This design comes from an exercise in tuning for small area on the open sky130 flow, not from production work.
Only simulation tests tie the RTL to the original design; equivalence was not proved.
In runs 2 and 3 the design's own scripts or RTL, not TritonCTS, make the clock network.
No driver is modelled on the clock port, so clock power and skew are understated where the tree is cut down; a real chip needs a root buffer or a tree.
Power is estimated from default activity; no workload was simulated.

### design/flow/design.v
`timescale 1ns/100ps
module wall_clock #(
    parameter CLK_RATE_HZ = 32_768,
    parameter HOURS_STYLE_AMERICAN = 0
    )(
    output wire[7:0] display_led_segments,
    output wire[5:0] display_led_enable_mask,
    input wire adjustment_next,
    input wire adjustment_increment,
    input wire clk,
    input wire reset
);
    reg[1:0] lo;
    reg[9:0] hp;
    reg[2:0] c1;
    reg clk1;
    reg hd_d;                        
    wire lo_full = &lo;
    wire half_done = lo_full && hp[9] && hp[8] && hp[5] && hp[4] && hp[1];
    wire clk5 = c1[0] ^ clk1;
    wire c1_last = c1[2];            
    wire tick5 = half_done && !clk5;
    wire tick1 = half_done && c1_last && !clk1;
    wire e5 = hd_d && clk5;
    wire e1 = hd_d && clk1 && c1 == 3'd0;
    always @(posedge clk) begin
        hd_d <= half_done;
        if (reset) begin
            lo <= 2'd0;
            hp <= 10'd0;
            c1 <= 3'd0;
            clk1 <= 1'b0;
        end else begin
            lo <= lo + 2'd1;
            if (half_done) begin
                hp <= 10'd0;
                c1 <= c1_last ? 3'd0 : c1 + 3'd1;
                clk1 <= clk1 ^ c1_last;
            end else begin
                hp <= hp + {9'd0, lo_full};
            end
        end
    end
    reg[3:0] wd;
    wire bark = wd == 4'd14;
    always @(posedge clk) begin
        if (reset) begin
            wd <= 4'd5;
        end else if (tick1) begin
            if (adjustment_next || adjustment_increment)
                wd <= 4'd5;
            else if (wd != 4'd15)
                wd <= wd + 4'd1;
        end
    end
    wire mc_reset = reset || bark;
    reg[2:0] ms;
    reg prev_next;
    wire adjuster_load = !ms[1] && ms[0];
    wire timer_load = ms[2] && !ms[1];
    wire[2:0] mode = {!ms[2] && ms[1], ms[2] && ms[0], ms[2] && !ms[0]};
    wire select = ms[2] || ms[1];
    wire rise = !prev_next && adjustment_next && !adjuster_load && !timer_load;
    wire e5_al = e5 && adjuster_load;
    wire e1_tl = e1 && timer_load;
    always @(posedge clk) begin
        if (mc_reset) begin
            ms <= 3'b000;
            prev_next <= 1'b0;
        end else begin
            prev_next <= adjustment_next;
            if (rise || e5_al || e1_tl)
                ms <= {ms[1], ms[0], !ms[2]};
        end
    end
    reg[1:0] mode_latch;
    reg[2:0] ttc;
    wire[1:0] field = {ms[2], ms[1] && ms[0]};
    wire do_inc = adjustment_increment && (ttc == 3'd5 || ttc == 3'd0) && tick5;
    wire[2:0] inc_f = {!mode_latch[1] && mode_latch[0],
                       mode_latch[1] && mode_latch[0],
                       mode_latch[1] && !mode_latch[0]} & {3{do_inc}};
    always @(posedge clk) begin
        if (reset) begin
            mode_latch <= 2'b00;
        end else if (tick5) begin
            mode_latch <= field;
        end
        if (tick5) begin
            if (!adjustment_increment)
                ttc <= 3'd5;
            else if (mode_latch != field)
                ttc <= 3'd6;
            else if (ttc != 3'd0)
                ttc <= ttc - 3'd1;
        end
    end
    reg[3:0] tm_su, tm_mu, tm_hu;
    reg[2:0] tm_st, tm_mt;
    reg[1:0] tm_ht;
    reg[3:0] ad_su, ad_mu, ad_hu;
    reg[2:0] ad_st, ad_mt;
    reg[1:0] ad_ht;
    function u9;                     
        input[3:0] u;
        u9 = u[3] && u[0];
    endfunction
    function t5;                     
        input[2:0] t;
        t5 = t[2] && !t[1];
    endfunction
    function h23;                    
        input[1:0] t;
        input[3:0] u;
        h23 = t[1] && u[1] && u[0];
    endfunction
    function[2:0] jinc;
        input[2:0] t;
        jinc = {t[1], t[0], !t[2]};
    endfunction
    wire tm_s59 = u9(tm_su) && t5(tm_st);
    wire tm_m59 = u9(tm_mu) && t5(tm_mt);
    always @(posedge clk) begin
        if (reset) begin
            {tm_ht, tm_hu, tm_mt, tm_mu, tm_st, tm_su} <= 20'd0;
        end else if (tick1) begin
            if (timer_load) begin
                {tm_ht, tm_hu, tm_mt, tm_mu, tm_st, tm_su} <=
                    {ad_ht, ad_hu, ad_mt, ad_mu, ad_st, ad_su};
            end else begin
                if (u9(tm_su)) begin
                    tm_su <= 4'd0;
                    tm_st <= t5(tm_st) ? 3'd0 : jinc(tm_st);
                end else begin
                    tm_su <= tm_su + 4'd1;
                end
                if (tm_s59) begin
                    if (u9(tm_mu)) begin
                        tm_mu <= 4'd0;
                        tm_mt <= t5(tm_mt) ? 3'd0 : jinc(tm_mt);
                    end else begin
                        tm_mu <= tm_mu + 4'd1;
                    end
                end
                if (tm_s59 && tm_m59) begin
                    if (h23(tm_ht, tm_hu)) begin
                        tm_hu <= 4'd0;
                        tm_ht <= 2'd0;
                    end else if (u9(tm_hu)) begin
                        tm_hu <= 4'd0;
                        tm_ht <= {tm_ht[0], !tm_ht[1] && !tm_ht[0]};
                    end else begin
                        tm_hu <= tm_hu + 4'd1;
                    end
                end
            end
        end
    end
    always @(posedge clk) begin
        if (reset) begin
            {ad_ht, ad_hu, ad_mt, ad_mu, ad_st, ad_su} <= 20'd0;
        end else if (tick5 && adjuster_load) begin
            {ad_ht, ad_hu, ad_mt, ad_mu, ad_st, ad_su} <=
                {tm_ht, tm_hu, tm_mt, tm_mu, tm_st, tm_su};
        end else begin
            if (inc_f[0]) begin
                if (u9(ad_su)) begin
                    ad_su <= 4'd0;
                    ad_st <= t5(ad_st) ? 3'd0 : jinc(ad_st);
                end else begin
                    ad_su <= ad_su + 4'd1;
                end
            end
            if (inc_f[1]) begin
                if (u9(ad_mu)) begin
                    ad_mu <= 4'd0;
                    ad_mt <= t5(ad_mt) ? 3'd0 : jinc(ad_mt);
                end else begin
                    ad_mu <= ad_mu + 4'd1;
                end
            end
            if (inc_f[2]) begin
                if (h23(ad_ht, ad_hu)) begin
                    ad_hu <= 4'd0;
                    ad_ht <= 2'd0;
                end else if (u9(ad_hu)) begin
                    ad_hu <= 4'd0;
                    ad_ht <= {ad_ht[0], !ad_ht[1] && !ad_ht[0]};
                end else begin
                    ad_hu <= ad_hu + 4'd1;
                end
            end
        end
    end
    reg[6:0] dq;
    reg[3:0] dig;
    reg dp;
    wire refresh = lo_full && &dq[3:0];
    wire[2:0] slot = dq[6:4];
    always @(posedge clk) begin
        if (reset) begin
            dq <= 7'd120;
        end else if (refresh && dq[6] && !dq[5] && dq[4]) begin
            dq <= 7'd0;              
        end else begin
            dq <= dq + {6'd0, lo_full};
        end
    end
    wire[5:0] act = {slot == 3'd5, slot == 3'd4, slot == 3'd3,
                     slot == 3'd2, slot == 3'd1, slot == 3'd0};
    wire to0 = act[5] || slot == 3'd7;
    wire[2:0] nt = {3{act[0]}} & (select ? ad_st : tm_st)
                 | {3{act[2]}} & (select ? ad_mt : tm_mt);
    wire[2:0] nt_bcd = {nt[2] && !nt[0], nt[1] && nt[0], nt[2] ^ nt[1] ^ nt[0]};
    wire[3:0] next_dig =
          {4{to0}}    & (select ? ad_su : tm_su)
        | {4{act[1]}} & (select ? ad_mu : tm_mu)
        | {4{act[3]}} & (select ? ad_hu : tm_hu)
        | {4{act[4]}} & {2'b00, select ? ad_ht : tm_ht}
        | {1'b0, nt_bcd};
    always @(posedge clk) begin
        if (reset) begin
            dig <= 4'd15;
            dp <= 1'b0;
        end else if (refresh) begin
            dig <= next_dig;
            dp <= clk1 && (act[1] || act[3]);
        end
    end
    wire x3 = dig[3], x2 = dig[2], x1 = dig[1], x0 = dig[0];
    wire[6:0] seg = {
        !x2&!x0 | x2&!x1&x0 | x3&!x2 | !x3&x1,
        !x1&!x0 | !x3&x1&x0 | !x2,
        x2&!x0 | !x3&x0 | !x1,
        !x2&x1 | x3&!x2 | !x2&!x0 | x1&!x0 | x2&!x1&x0,
        !x2&!x0 | x1&!x0,
        !x1&!x0 | x2&!x0 | x3&!x2 | x2&!x1,
        x2&!x0 | !x2&x1 | x3&!x2 | x2&!x1
    };
    assign display_led_segments = {seg, dp};
    wire[5:0] blink = {{2{!mode[2] || clk1}}, {2{!mode[1] || clk1}},
                       {2{!mode[0] || clk1}}};
    assign display_led_enable_mask = act & blink;
endmodule
### design/flow/flow/run.sh
#!/bin/bash
# The standard layout (standard.sh), except for how synthesis maps the
# logic: ABC runs an area-oriented script (deepsyn, then area mapping) in
# place of ORFS's speed script, adders are left to ABC, and the synthesis is
# run with eight deepsyn seeds, keeping the smallest netlist. Registers come
# from the standard synthesis passes unchanged. Port buffers use the smallest
# buffer and the clock tree uses no dummy loads.
set -euo pipefail
W=$(pwd)
SEEDS="1 2 3 4 5 6 7 8"
rm -rf "$W/scripts_base"
cp -r "$FLOW_HOME/scripts" "$W/scripts_base"
sed -i 's/\[env_var_exists_and_non_empty ADDER_MAP_FILE\] &&/0 \&\&/' "$W/scripts_base/synth.tcl"
grep -q '^  0 &&$' "$W/scripts_base/synth.tcl"
export BUFFER_PORTS_ARGS="-buffer_cell sky130_fd_sc_hd__buf_1"
export CTS_ARGS="-sink_clustering_enable -repair_clock_nets -dont_use_dummy_load -buf_list sky130_fd_sc_hd__clkbuf_8 -root_buf sky130_fd_sc_hd__clkbuf_8 -sink_clustering_size 20 -sink_clustering_max_diameter 120"

for s in $SEEDS; do
  rm -rf "$W/scripts_$s" "$W/try_$s"
  cp -r "$W/scripts_base" "$W/scripts_$s"
  sed "s/@SEED@/$s/" "$W/flow/abc.script" > "$W/scripts_$s/abc_speed.script"
  cp "$W/scripts_$s/abc_speed.script" "$W/scripts_$s/abc_area.script"
  sed "s|$W/orfs|$W/try_$s|g" "$W/standard.sh" > "$W/standard_$s.sh"
  (SCRIPTS_DIR="$W/scripts_$s" bash "$W/standard_$s.sh" synth > "$W/synth_$s.log" 2>&1 || true) &
  if (( s % 4 == 0 )); then wait; fi
done
wait

best=""; best_area=""
for s in $SEEDS; do
  f="$W/try_$s/reports/sky130hd/wall_clock/base/synth_stat.txt"
  [[ -f "$f" && -f "$W/try_$s/results/sky130hd/wall_clock/base/1_synth.odb" ]] || continue
  a=$(awk '/Chip area for module/ {print $NF}' "$f" | tail -1)
  echo "seed $s: synthesis area $a" | tee -a "$W/seeds.log"
  if [[ -z "$best" ]] || awk -v a="$a" -v b="$best_area" 'BEGIN {exit !(a < b)}'; then
    best=$s; best_area=$a
  fi
done
[[ -n "$best" ]]
echo "using seed $best" | tee -a "$W/seeds.log"
rm -rf "$W/orfs"
mv "$W/try_$best" "$W/orfs"
export SCRIPTS_DIR="$W/scripts_$best"
bash standard.sh finish > "$W/layout.log" 2>&1
test -f "$W/out/final.def"
### design/flow/flow/abc.script
strash
&get -n
&deepsyn -T 120 -S @SEED@
&put
dch -f
amap
topo
### design/flow/standard.sh
#!/bin/bash
# synth_recipe.tcl (not shown) runs the flow's synth.tcl, then flattens the netlist and writes it again
# the make line also repeats each setting of config.mk as NAME=value (left out here)
make -C /OpenROAD-flow-scripts/flow DESIGN_CONFIG=/design/flow/config.mk WORK_HOME=/design/flow/orfs CLKGATE_MAP_FILE= SYNTH_SCRIPT=/design/flow/synth_recipe.tcl "${@:-finish}"
### design/flow/config.mk
export PLATFORM = sky130hd
export DESIGN_NAME = wall_clock
export DESIGN_NICKNAME = wall_clock
export VERILOG_FILES = /design/flow/design.v
export SDC_FILE = /design/flow/constraint.sdc
export NUM_CORES = 4
export LEC_CHECK = 0
export CAP_MARGIN = 20
export CORE_MARGIN = 2
export CORE_UTILIZATION = 40
export SLEW_MARGIN = 20
### design/flow/constraint.sdc
create_clock -name core_clock -period 10.0 [get_ports {clk}]
set_input_delay 2.0000 -clock core_clock [delete_from_list [all_inputs] [get_ports {clk}]]
set_output_delay 2.0000 -clock core_clock [all_outputs]
set_load 0.01 [all_outputs]
==> results.sh, run 1 <==
export IMPL_status="finished clean"
export IMPL_worst_slew_pin_slew_ns=0.991
export IMPL_slew_headroom_pct=33.7
export IMPL_synth_distinct_cells=35
export IMPL_syn_avg_cell_area_um2=7.43
export IMPL_cts_resized=0
export IMPL_wire_per_inst_um=15.0
export IMPL_min_period_ns=5.13
export IMPL_nFillCells=924
export IMPL_leakagePower_nw=1.30
export IMPL_cts_buffers=9
export IMPL_worstSetupPathType="in -> reg"
export IMPL_hold_buffers=0
export IMPL_end_kind="register"
export IMPL_cp_required_ns=10.25
export IMPL_cts_root_buf="clkbuf_8"
export IMPL_path_clk_slew_ns=0.08
export IMPL_fin_crit_sh_pct=51.3
export IMPL_final_setup_tns_ns=0
export IMPL_synthArstFlopShare_pct=0
export IMPL_syn_nets=505
export IMPL_crit_path_max_fanout=17
export IMPL_num_rows=35
export IMPL_slowest_delay_ns=0.62
export IMPL_grt_pass1_vias=3138
export IMPL_die_h_um=100
export IMPL_grt_pass1_wl_mm=15.5
export IMPL_critical_path_top_delay_family="buffers and inverters"
export IMPL_diodes=0
export IMPL_hold_violations=0
export IMPL_nets=532
export IMPL_postCtsSetupBuffers=0
export IMPL_dr_pass1_iters=5
export IMPL_powerDensity_mw_per_mm2=137
export IMPL_io_buffers=17
export IMPL_seq_area_frac_synth_pct=44.9
export IMPL_drive_above_1_share_pct=1.71
export IMPL_ant_nets=0
export IMPL_drv_slew=0
export IMPL_viasPerCell=5.52
export IMPL_dieWidth_um=100
export IMPL_fmax_mhz=195
export IMPL_finalSetupViolations=0
export IMPL_cts_max_level=3
export IMPL_dr_first_iter_drc_count=203
export IMPL_dp_hpwl_mm=7.30
export IMPL_worstPathCellList="buf_1 > clkinv_1 > nand3_1 > clkinv_1 > nor2_1 > clkinv_1 > nor2_1 > clkinv_1 > o32ai_1"
export IMPL_worstPathArrival_ns=5.38
export IMPL_finalClockSkew_ns=0.0324
export IMPL_ys_seq_elements=82
export IMPL_cts_tree="built"
export IMPL_start_util_pct=40.7
export IMPL_core_mm2=0.00915
export IMPL_wl_mm=9.56
export IMPL_synth_flop_cell="dfxtp_1"
export IMPL_cts_path_max_buffers=2
export IMPL_num_vias=3519
export IMPL_worstSkewPairLatency_ns=0.36
export IMPL_track_usage_pct=19.6
export IMPL_crit_top_cell="clkinv_1"
export IMPL_cts_sinks=82
export IMPL_syn_inst=501
export IMPL_synth_edf_count=3
export IMPL_cpMaxStageDelayCell="nand3_1"
export IMPL_max_cap_violations=0
export IMPL_cp_buffers_inverters=5
export IMPL_layout_common_cells="nor2_1 (108), clkinv_1 (82), dfxtp_1 (79)"
export IMPL_overflow=0
export IMPL_grt_max_degree=18
export IMPL_antenna_found_initial=0
export IMPL_die_area_mm2=0.0101
export IMPL_drc=0
export IMPL_syn_to_final_growth_pct=8.57
export IMPL_start_kind="primary input"
export IMPL_hold_path_class="reg -> reg"
export IMPL_ir_drop_mv=0.0716
export IMPL_pin_count=18
export IMPL_total_power_mw=0.555
export IMPL_final_common_cell="nor2_1"
export IMPL_grt_setup_unrepaired="no"
export IMPL_yosysWarningCount=1
export IMPL_synth_area_mm2=0.00372
export IMPL_gp_congestion=0.917
-- kinds of logic after synthesis --
| group | count (synthesis) | share of synthesized area [%] |
|---|---|---|
| buffers and inverters | 83 | 8.47 |
| AOI/OAI and AO/OA | 138 | 24.3 |
| DFF | 82 | 44.9 |
| and+or+nand+nor | 198 | 22.3 |
-- registers in the layout, summed over array words and instances (netlist names), 4 cells and up --
name   cells
tm_su      4
dig        4
tm_hu      4
ad_mu      4
ad_su      4
wd         4
dq         7
hp        10
ad_hu      4
tm_mu      4
-- final timing paths --
path | from | to | slack [ns] | cells past startpoint
worst min-delay path | lo[0]$_SDFF_PP0_ | lo[0]$_SDFF_PP0_ | 0.44 | 1
worst max register to register | lo[0]$_SDFF_PP0_ | tm_hu[2]$_SDFFE_PP0P_ | 5.80 | 20
worst min register to register | lo[0]$_SDFF_PP0_ | lo[0]$_SDFF_PP0_ | 0.44 | 1
worst max-delay path | reset | ad_su[2]$_SDFFE_PP0P_ | 4.87 | 9
-- where the power goes --
part	leakage [nW]	internal (mW)	switching, mW
Combinational	0.570	0.00947	0.0219
Clock	0.0647	0.0805	0.105
Sequential	0.666	0.334	0.00440
-- routing by layer --
layer / track usage, % / vias up / wire length, µm
met1: 25.9 / 1573 / 4500
met3: 4.92 / 26 / 572
li1: - / 1810 / -
met5: 0 / - / 0
met2: 30.2 / 110 / 4160
met4: 9.17 / 0 / 327
-- final cells by class --
| type | count | area [µm²] | area share (%) |
|---|---|---|---|
| clock buffer | 9 | 124 | 3.07 |
| multi-input combinational | 336 | 1740 | 42.9 |
| timing repair buffer | 17 | 63.8 | 1.58 |
| tap | 111 | 139 | 3.44 |
| sequential | 82 | 1670 | 41.4 |
| inverter | 82 | 308 | 7.62 |
-- Yosys cell counts (all sizes together) (7+ instances only) --
cell type	n	share of area, %
a21oi	20	2.7
clkinv	82	8.3
dfxtp	79	42
nand2	40	4.0
nor2	108	11
nor3	25	3.4
o21ai	40	5.4
o221ai	7	1.6
o22ai	24	4.0
-- per-stage QoR --
stage	util (%)	worst slack, ns	area [µm²]	cells	hold slack [ns]
floorplan	-	6.09	3720	501	0.403
global placement	42.8	4.75	3920	628	0.419
detailed placement	42.8	4.62	3920	628	0.429
CTS	44.2	4.99	4040	637	0.440
global route	44.2	4.58	4040	637	0.473
finish	44.2	4.87	4040	637	0.436
==> run 2: changes to the inputs <==
--- a/design/flow/flow/run.sh
+++ b/design/flow/flow/run.sh
@@ -6,3 +6,3 @@
 # from the standard synthesis passes unchanged. Port buffers use the smallest
-# buffer and the clock tree uses no dummy loads.
+# buffer and the clock tree is built by flow/manual_cts.tcl.
 set -euo pipefail
@@ -14,4 +14,7 @@
 grep -q '^  0 &&$' "$W/scripts_base/synth.tcl"
+# Clock tree: the hand-built tree of flow/manual_cts.tcl in place of TritonCTS.
+cp "$W/flow/manual_cts.tcl" "$W/scripts_base/manual_cts.tcl"
+sed -i 's|^log_cmd clock_tree_synthesis {\*}$cts_args$|source $::env(SCRIPTS_DIR)/manual_cts.tcl|' "$W/scripts_base/cts.tcl"
+grep -q '^source $::env(SCRIPTS_DIR)/manual_cts.tcl$' "$W/scripts_base/cts.tcl"
 export BUFFER_PORTS_ARGS="-buffer_cell sky130_fd_sc_hd__buf_1"
-export CTS_ARGS="-sink_clustering_enable -repair_clock_nets -dont_use_dummy_load -buf_list sky130_fd_sc_hd__clkbuf_8 -root_buf sky130_fd_sc_hd__clkbuf_8 -sink_clustering_size 20 -sink_clustering_max_diameter 120"
 
==> design/flow/flow/manual_cts.tcl (new file) <==
set mcts_buf sky130_fd_sc_hd__clkbuf_4
set mcts_root sky130_fd_sc_hd__clkbuf_8
set mcts_cols 3
set mcts_rows 3
set mcts_block [ord::get_db_block]
set mcts_db [ord::get_db]
set mcts_master [$mcts_db findMaster $::mcts_buf]
set mcts_clk [$mcts_block findNet clk]
set mcts_sinks {}
foreach it [$mcts_clk getITerms] {
  set inst [$it getInst]
  set bb [$inst getBBox]
  lappend mcts_sinks [list [expr {([$bb xMin] + [$bb xMax]) / 2}] [expr {([$bb yMin] + [$bb yMax]) / 2}] $it]
}
set mcts_sinks [lsort -integer -index 0 $mcts_sinks]
set mcts_n [llength $mcts_sinks]
set mcts_groups {}
for {set c 0} {$c < $::mcts_cols} {incr c} {
  set col [lrange $mcts_sinks [expr {$c * $mcts_n / $::mcts_cols}] [expr {($c + 1) * $mcts_n / $::mcts_cols - 1}]]
  set col [lsort -integer -index 1 $col]
  set m [llength $col]
  for {set r 0} {$r < $::mcts_rows} {incr r} {
    lappend mcts_groups [lrange $col [expr {$r * $m / $::mcts_rows}] [expr {($r + 1) * $m / $::mcts_rows - 1}]]
  }
}
set mcts_src $mcts_clk
if {[llength $mcts_groups] > 4} {
  set rmaster [$mcts_db findMaster $::mcts_root]
  set root [odb::dbInst_create $mcts_block $rmaster "clkbuf_root"]
  set rnet [odb::dbNet_create $mcts_block "clknet_root"]
  $rnet setSigType CLOCK
  [$root findITerm A] connect $mcts_clk
  [$root findITerm X] connect $rnet
  set sx 0; set sy 0
  foreach s $mcts_sinks { incr sx [lindex $s 0]; incr sy [lindex $s 1] }
  $root setLocation [expr {$sx / $mcts_n - [$rmaster getWidth] / 2}] [expr {$sy / $mcts_n - [$rmaster getHeight] / 2}]
  $root setPlacementStatus PLACED
  set mcts_src $rnet
}
set k 0
foreach grp $mcts_groups {
  set sx 0; set sy 0
  foreach s $grp { incr sx [lindex $s 0]; incr sy [lindex $s 1] }
  set cx [expr {$sx / [llength $grp]}]
  set cy [expr {$sy / [llength $grp]}]
  set buf [odb::dbInst_create $mcts_block $mcts_master "clkbuf_leaf_$k"]
  set net [odb::dbNet_create $mcts_block "clknet_leaf_$k"]
  $net setSigType CLOCK
  [$buf findITerm A] connect $mcts_src
  [$buf findITerm X] connect $net
  foreach s $grp {
    set it [lindex $s 2]
    $it disconnect
    $it connect $net
  }
  $buf setLocation [expr {$cx - [$mcts_master getWidth] / 2}] [expr {$cy - [$mcts_master getHeight] / 2}]
  $buf setPlacementStatus PLACED
  incr k
}
$mcts_clk setSigType CLOCK
puts "manual clock tree: [llength $mcts_groups] x $::mcts_buf for $mcts_n registers"
==> results.sh, run 2 <==
export IMPL_status="finished clean"
export IMPL_drv_slew=0
export IMPL_min_period_ns=5.06
export IMPL_seq_power_share_pct=64.8
export IMPL_num_vias=3514
export IMPL_seq_area_frac_synth_pct=44.9
export IMPL_pwr_share_clk_pct=29.2
export IMPL_io_buffers=17
export IMPL_grt_pass1_vias=3163
export IMPL_grt_pass1_wl_mm=15.5
export IMPL_final_setup_tns_ns=0
export IMPL_die_area_mm2=0.0101
export IMPL_worstSetupPathType="in -> reg"
export IMPL_slew_headroom_pct=36.4
export IMPL_syn_inst=501
export IMPL_fmax_mhz=197
export IMPL_cp_required_ns=10.28
export IMPL_ir_drop_mv=0.0769
export IMPL_switching_share_pct=24.4
export IMPL_drc=0
export IMPL_core_mm2=0.00915
export IMPL_finalClockSkew_ns=0.0122
export IMPL_worst_slew_pin_slew_ns=0.950
export IMPL_reg_largest_list="hp x10, dq x7"
export IMPL_worstPathCellList="buf_1 > clkinv_1 > nand3_1 > clkinv_1 > nor2_1 > clkinv_1 > nor2_1 > clkinv_1 > o32ai_1"
export IMPL_dr_pass1_iters=5
export IMPL_die_h_um=100
export IMPL_final_common_cell="nor2_1"
export IMPL_path_clk_slew_ns=0.10
export IMPL_worstSkewPairLatency_ns=0.38
export IMPL_ys_seq_elements=82
export IMPL_yosys_top_cells_area="dfxtp_1 (42%), nor2_1 (11%), clkinv_1 (8.3%), o21ai_0 (5.4%), nand2_1 (4.0%)"
export IMPL_synth_distinct_cells=35
export IMPL_synth_top_area_share_pct=42.5
export IMPL_synth_largest_area_cell="dfxtp_1"
export IMPL_viasPerCell=5.51
export IMPL_crit_path_max_fanout=17
export IMPL_worstPathArrival_ns=5.35
export IMPL_cts_resized=0
export IMPL_largest_reg_flops=10
export IMPL_start_kind="primary input"
export IMPL_synthTopCellsByCount="nor2_1 (108), clkinv_1 (82), dfxtp_1 (79)"
export IMPL_hold_violations=0
export IMPL_antenna_found_initial=0
export IMPL_syn_avg_cell_area_um2=7.43
export IMPL_total_power_mw=0.522
export IMPL_internal_power_mw=0.394
export IMPL_start_util_pct=40.7
export IMPL_syn_nets=505
export IMPL_post_synth_top_count_cell="nor2_1"
export IMPL_finalSetupViolations=0
export IMPL_hold_path_class="reg -> reg"
export IMPL_slowest_delay_ns=0.61
export IMPL_fin_crit_sh_pct=50.6
export IMPL_dieWidth_um=100
export IMPL_yosysWarningCount=1
export IMPL_ant_nets=0
export IMPL_dr_first_iter_drc_count=202
export IMPL_gp_congestion=0.917
export IMPL_layout_common_cells="nor2_1 (108), clkinv_1 (82), dfxtp_1 (79)"
export IMPL_p_switching_mw=0.127
export IMPL_synthArstFlopShare_pct=0
export IMPL_max_flop_register="hp"
export IMPL_syn_to_final_growth_pct=7.43
export IMPL_drive_above_1_share_pct=1.90
export IMPL_cpMaxStageDelayCell="nand3_1"
export IMPL_grt_max_degree=18
export IMPL_end_kind="register"
export IMPL_p_comb_share_pct=6.0
export IMPL_overflow=0
export IMPL_crit_top_cell="clkinv_1"
export IMPL_dp_hpwl_mm=7.30
export IMPL_synth_edf_count=3
export IMPL_track_usage_pct=18.6
export IMPL_postCtsSetupBuffers=0
export IMPL_wl_mm=9.50
export IMPL_powerDensity_mw_per_mm2=130
export IMPL_hold_buffers=0
export IMPL_num_rows=35
export IMPL_diodes=0
export IMPL_wire_per_inst_um=14.9
export IMPL_r2r_slack_ns=5.80
export IMPL_nets=533
export IMPL_synth_area_mm2=0.00372
export IMPL_max_cap_violations=0
export IMPL_leakagePower_nw=1.28
export IMPL_synth_flop_cell="dfxtp_1"
export IMPL_grt_setup_unrepaired="no"
export IMPL_pin_count=18
==> run 2: cell types whose count changed in the layout (fill, tap and decap cells not counted), sizes merged <==
cell	change
clkbuf	+1
==> run 2: metrics by stage <==
step	area (µm²)	setup slack (ns)	hold WS, ns	utilization, %	instances
2_1_floorplan	3720	6.09	0.403	-	501
3_3_place_gp	3920	4.75	0.419	42.8	628
4_1_cts	4000	4.62	0.429	43.7	638
3_5_place_dp	3920	4.62	0.429	42.8	628
5_1_grt	4000	4.61	0.475	43.7	638
6_report	4000	4.94	0.439	43.7	638
==> run 2: per-layer routing <==
metal,share of wire (%),up-vias,GRT usage (%)
met5,0,-,0
met1,48,1581,26.4
li1,-,1816,-
met4,3.9,0,6.43
met3,4.8,24,2.01
met2,43,93,29.6
==> run 2: area by class of cell <==
| class | count | area [µm²] |
|---|---|---|
| fillers | 929 | 5150 |
| multi-input cells | 336 | 1740 |
| flip-flops and latches | 82 | 1670 |
| inverters | 82 | 308 |
| well taps | 111 | 139 |
| plain buffers | 10 | 81.3 |
| repair buffers | 17 | 63.8 |
==> run 2: cells by family after synthesis <==
kind of cell | synth area share (%)
AO/OA/AOI/OAI | 24.3
buffers and inverters | 8.47
flip-flops | 44.9
AND/OR/NAND/NOR | 22.3
==> run 2: power by group through the flow <==
stage | logic, mW | registers, mW | clock network, mW
4_1_cts | 0.0307 | 0.346 | 0.108
3_5_place_dp | 0.0307 | 0.345 | 0
3_3_place_gp | 0.0303 | 0.346 | 0
5_1_grt | 0.0353 | 0.339 | 0.174
2_1_floorplan | 0.0228 | 0.344 | 0
6_report | 0.0311 | 0.338 | 0.153
==> run 2: final timing paths <==
path,start,endpoint,depth (start not counted)
worst max-delay path,reset,ad_su[2]$_SDFFE_PP0P_,9
worst min-delay path,lo[0]$_SDFF_PP0_,lo[0]$_SDFF_PP0_,1
worst max register to register,lo[0]$_SDFF_PP0_,tm_hu[2]$_SDFFE_PP0P_,20
worst min register to register,lo[0]$_SDFF_PP0_,lo[0]$_SDFF_PP0_,1
==> run 2: critical path, delay by kind of cell <==
kind | cells | cell delay [ns]
AND/OR/NAND/NOR | 3 | 1.36
AO/OA/AOI/OAI | 1 | 0.28
buffers and inverters | 5 | 1.70
==> run 3: changes to the inputs <==
--- a/design/flow/flow/run.sh
+++ b/design/flow/flow/run.sh
@@ -4,3 +4,3 @@
 # place of ORFS's speed script, adders are left to ABC, and the synthesis is
-# run with eight deepsyn seeds, keeping the smallest netlist. Registers come
+# run with twelve deepsyn seeds, keeping the smallest netlist. Registers come
 # from the standard synthesis passes unchanged. Port buffers use the smallest
@@ -9,3 +9,3 @@
 W=$(pwd)
-SEEDS="1 2 3 4 5 6 7 8"
+SEEDS="1 2 3 4 5 6 7 8 9 10 11 12"
 rm -rf "$W/scripts_base"
==> design/flow/flow/abc.script (replaced) <==
strash
&get -n
&deepsyn -T 150 -S @SEED@
&put
dch -f
amap
topo
==> results.sh, run 3 <==
export IMPL_fin_crit_sh_pct=45.0
export IMPL_synth_flop_cell="dfxtp_1"
export IMPL_drive_above_1_share_pct=2.11
export IMPL_pin_count=18
export IMPL_drv_slew=0
export IMPL_min_period_ns=4.50
export IMPL_synth_largest_area_cell="dfxtp_1"
export IMPL_synth_top_area_share_pct=42.9
export IMPL_powerDensity_mw_per_mm2=132
export IMPL_num_vias=3561
export IMPL_diodes=0
export IMPL_crit_top_cell="clkinv_1"
export IMPL_hold_path_class="reg -> reg"
export IMPL_worstPathArrival_ns=4.78
export IMPL_nets=527
export IMPL_antenna_found_initial=0
export IMPL_ys_seq_elements=82
export IMPL_final_common_cell="nor2_1"
export IMPL_internal_power_mw=0.395
export IMPL_dr_pass1_iters=5
export IMPL_ant_nets=0
export IMPL_start_kind="primary input"
export IMPL_num_rows=35
export IMPL_pre_cts_ws_ns=5.22
export IMPL_worstPathCellList="buf_1 > clkinv_1 > nand2_1 > nor3_1 > nor2_1 > clkinv_1 > nor2_1 > clkinv_1 > o32ai_1"
export IMPL_post_synth_top_count_cell="nor2_1"
export IMPL_syn_to_final_growth_pct=7.63
export IMPL_synthTopCellsByCount="nor2_1 (114), dfxtp_1 (79), clkinv_1 (76)"
export IMPL_largest_reg_flops=10
export IMPL_worst_slew_pin_slew_ns=0.709
export IMPL_reg_largest_list="hp x10, dq x7"
export IMPL_postCtsSetupBuffers=0
export IMPL_switching_share_pct=24.8
export IMPL_fin_ws_ns=5.50
export IMPL_path_clk_slew_ns=0.10
export IMPL_syn_avg_cell_area_um2=7.45
export IMPL_yosys_top_cells_area="dfxtp_1 (43%), nor2_1 (12%), clkinv_1 (7.7%), o21ai_0 (6.0%), nor3_1 (4.1%)"
export IMPL_wire_per_inst_um=15.2
export IMPL_dieWidth_um=100
export IMPL_finalSetupViolations=0
export IMPL_syn_inst=495
export IMPL_finalClockSkew_ns=0.0229
export IMPL_overflow=0
export IMPL_yosysWarningCount=1
export IMPL_final_setup_tns_ns=0
export IMPL_track_usage_pct=19.2
export IMPL_synth_edf_count=3
export IMPL_timing_hold_ws_ns=0.437
export IMPL_grt_setup_unrepaired="no"
export IMPL_p_comb_share_pct=6.1
export IMPL_cp_required_ns=10.28
export IMPL_hold_buffers=0
export IMPL_grt_pass1_wl_mm=15.9
export IMPL_fmax_mhz=222
export IMPL_dp_hpwl_mm=7.35
export IMPL_synth_distinct_cells=37
export IMPL_grt_max_degree=18
export IMPL_grt_pass1_vias=3347
export IMPL_p_switching_mw=0.130
export IMPL_start_util_pct=40.5
export IMPL_stdcell_count=632
export IMPL_status="finished clean"
export IMPL_syn_nets=499
export IMPL_slew_headroom_pct=52.5
export IMPL_hold_violations=0
export IMPL_seq_area_frac_synth_pct=45.3
export IMPL_slowest_delay_ns=0.43
export IMPL_die_area_mm2=0.0100
export IMPL_worstSetupPathType="in -> reg"
export IMPL_gp_congestion=0.913
export IMPL_dp_cells=622
export IMPL_viasPerCell=5.63
export IMPL_end_kind="register"
export IMPL_cpMaxStageDelayCell="buf_1"
export IMPL_max_flop_register="hp"
export IMPL_total_power_mw=0.525
export IMPL_cts_resized=0
export IMPL_wl_mm=9.59
export IMPL_dr_first_iter_drc_count=219
export IMPL_max_cap_violations=0
export IMPL_worstSkewPairLatency_ns=0.38
export IMPL_io_buffers=17
export IMPL_pwr_share_clk_pct=29.2
export IMPL_core_mm2=0.00911
export IMPL_leakagePower_nw=1.29
export IMPL_die_h_um=100
export IMPL_seq_power_share_pct=64.7
export IMPL_drc=0
export IMPL_synthArstFlopShare_pct=0
export IMPL_ir_drop_mv=0.0763
export IMPL_crit_path_max_fanout=11
export IMPL_layout_common_cells="nor2_1 (114), dfxtp_1 (79), clkinv_1 (76)"
export IMPL_synth_area_mm2=0.00369
## run 3: cell types whose count changed after synthesis, moves of 4 or more
cell | before | now
nand2_1 | 40 | 33
clkinv_1 | 82 | 76
o21ai_0 | 40 | 44
o22ai_1 | 24 | 20
a21oi_1 | 20 | 15
nor3_1 | 25 | 30
o32ai_1 | 6 | 10
nor2_1 | 108 | 114
## run 3: worst paths after layout
check | start | to | slack, ns | cells after the start
worst max-delay path | reset | ad_mu[2]$_SDFFE_PP0P_ | 5.50 | 9
worst min register to register | lo[0]$_SDFF_PP0_ | lo[0]$_SDFF_PP0_ | 0.44 | 1
worst min-delay path | lo[0]$_SDFF_PP0_ | lo[0]$_SDFF_PP0_ | 0.44 | 1
worst max register to register | lo[0]$_SDFF_PP0_ | tm_hu[2]$_SDFFE_PP0P_ | 5.84 | 19
## run 3: cells by family (layout without fill, tap and decap cells)
family,Yosys count,count (layout),share of synthesized area [%]
compound gates,129,129,22.8
buf+inv,77,103,7.93
flops,82,82,45.3
xor+xnor,1,1,0.237
simple gates,206,206,23.7
## run 3: power by group through the flow
stage	Sequential [mW]	Combinational [mW]	Clock, mW
floorplan	0.345	0.0220	0
global placement	0.348	0.0310	0
detailed placement	0.347	0.0310	0
CTS	0.347	0.0314	0.108
global route	0.340	0.0354	0.175
finish	0.340	0.0320	0.153
## run 3: stage by stage
stage / cell area [µm²] / util [%]
5_1_grt: 3970 / 43.6
3_5_place_dp: 3880 / 42.7
6_report: 3970 / 43.6
4_1_cts: 3970 / 43.5
2_1_floorplan: 3690 / -
3_3_place_gp: 3880 / 42.7
## run 3: per-layer routing
layer  track usage [%]  vias to the layer above  part of all wire (%)
met4              4.95                        0                   2.5
met5                 0                        -                     0
met1              26.4                     1636                    47
li1                  -                     1804                     -
met2              32.4                      103                    45
met3              1.95                       18                   5.5
## run 3: cell type report
| cell class | instances | area (µm²) |
|---|---|---|
| Fill cell | 974 | 5140 |
| Sequential cell | 82 | 1670 |
| Inverter | 76 | 285 |
| Multi-Input combinational cell | 336 | 1730 |
| Timing Repair Buffer | 17 | 63.8 |
| Tap cell | 111 | 139 |
| Buffer | 10 | 81.3 |
## run 3: critical path, delay by kind of cell
kind / cells / cell delay [ns]
simple gates: 4 / 1.09
buf+inv: 4 / 1.41
compound gates: 1 / 0.27

[port drivers added, routing unchanged]
In the flow no input, the clock included, has a driving cell. The finished layouts below were timed again as built, in two steps.
Step 1, drivers: a clkbuf_16 drives clk and a buf_2 each remaining input, both assumed.
Step 2 also shifts input and output timing later by t, the mid clock arrival at the registers, as if the neighbouring blocks saw the same clock.
Slacks: no drivers / after step 1 / after step 2; pairs: no drivers / after step 1.
run	t, ns	slack for setup (ns)	latest minus earliest clock arrival (ns)
run 1	0.381	4.870 / 4.879 / 4.498	0.032 / 0.032
run 2	0.401	4.936 / 4.941 / 4.540	0.013 / 0.012
run 3	0.395	5.498 / 5.500 / 5.105	0.023 / 0.024
After both steps every run listed still meets setup and hold. For run 2, which loses most, drivers alone change the setup slack by +0.005 ns; drivers and shift together by -0.396 ns.
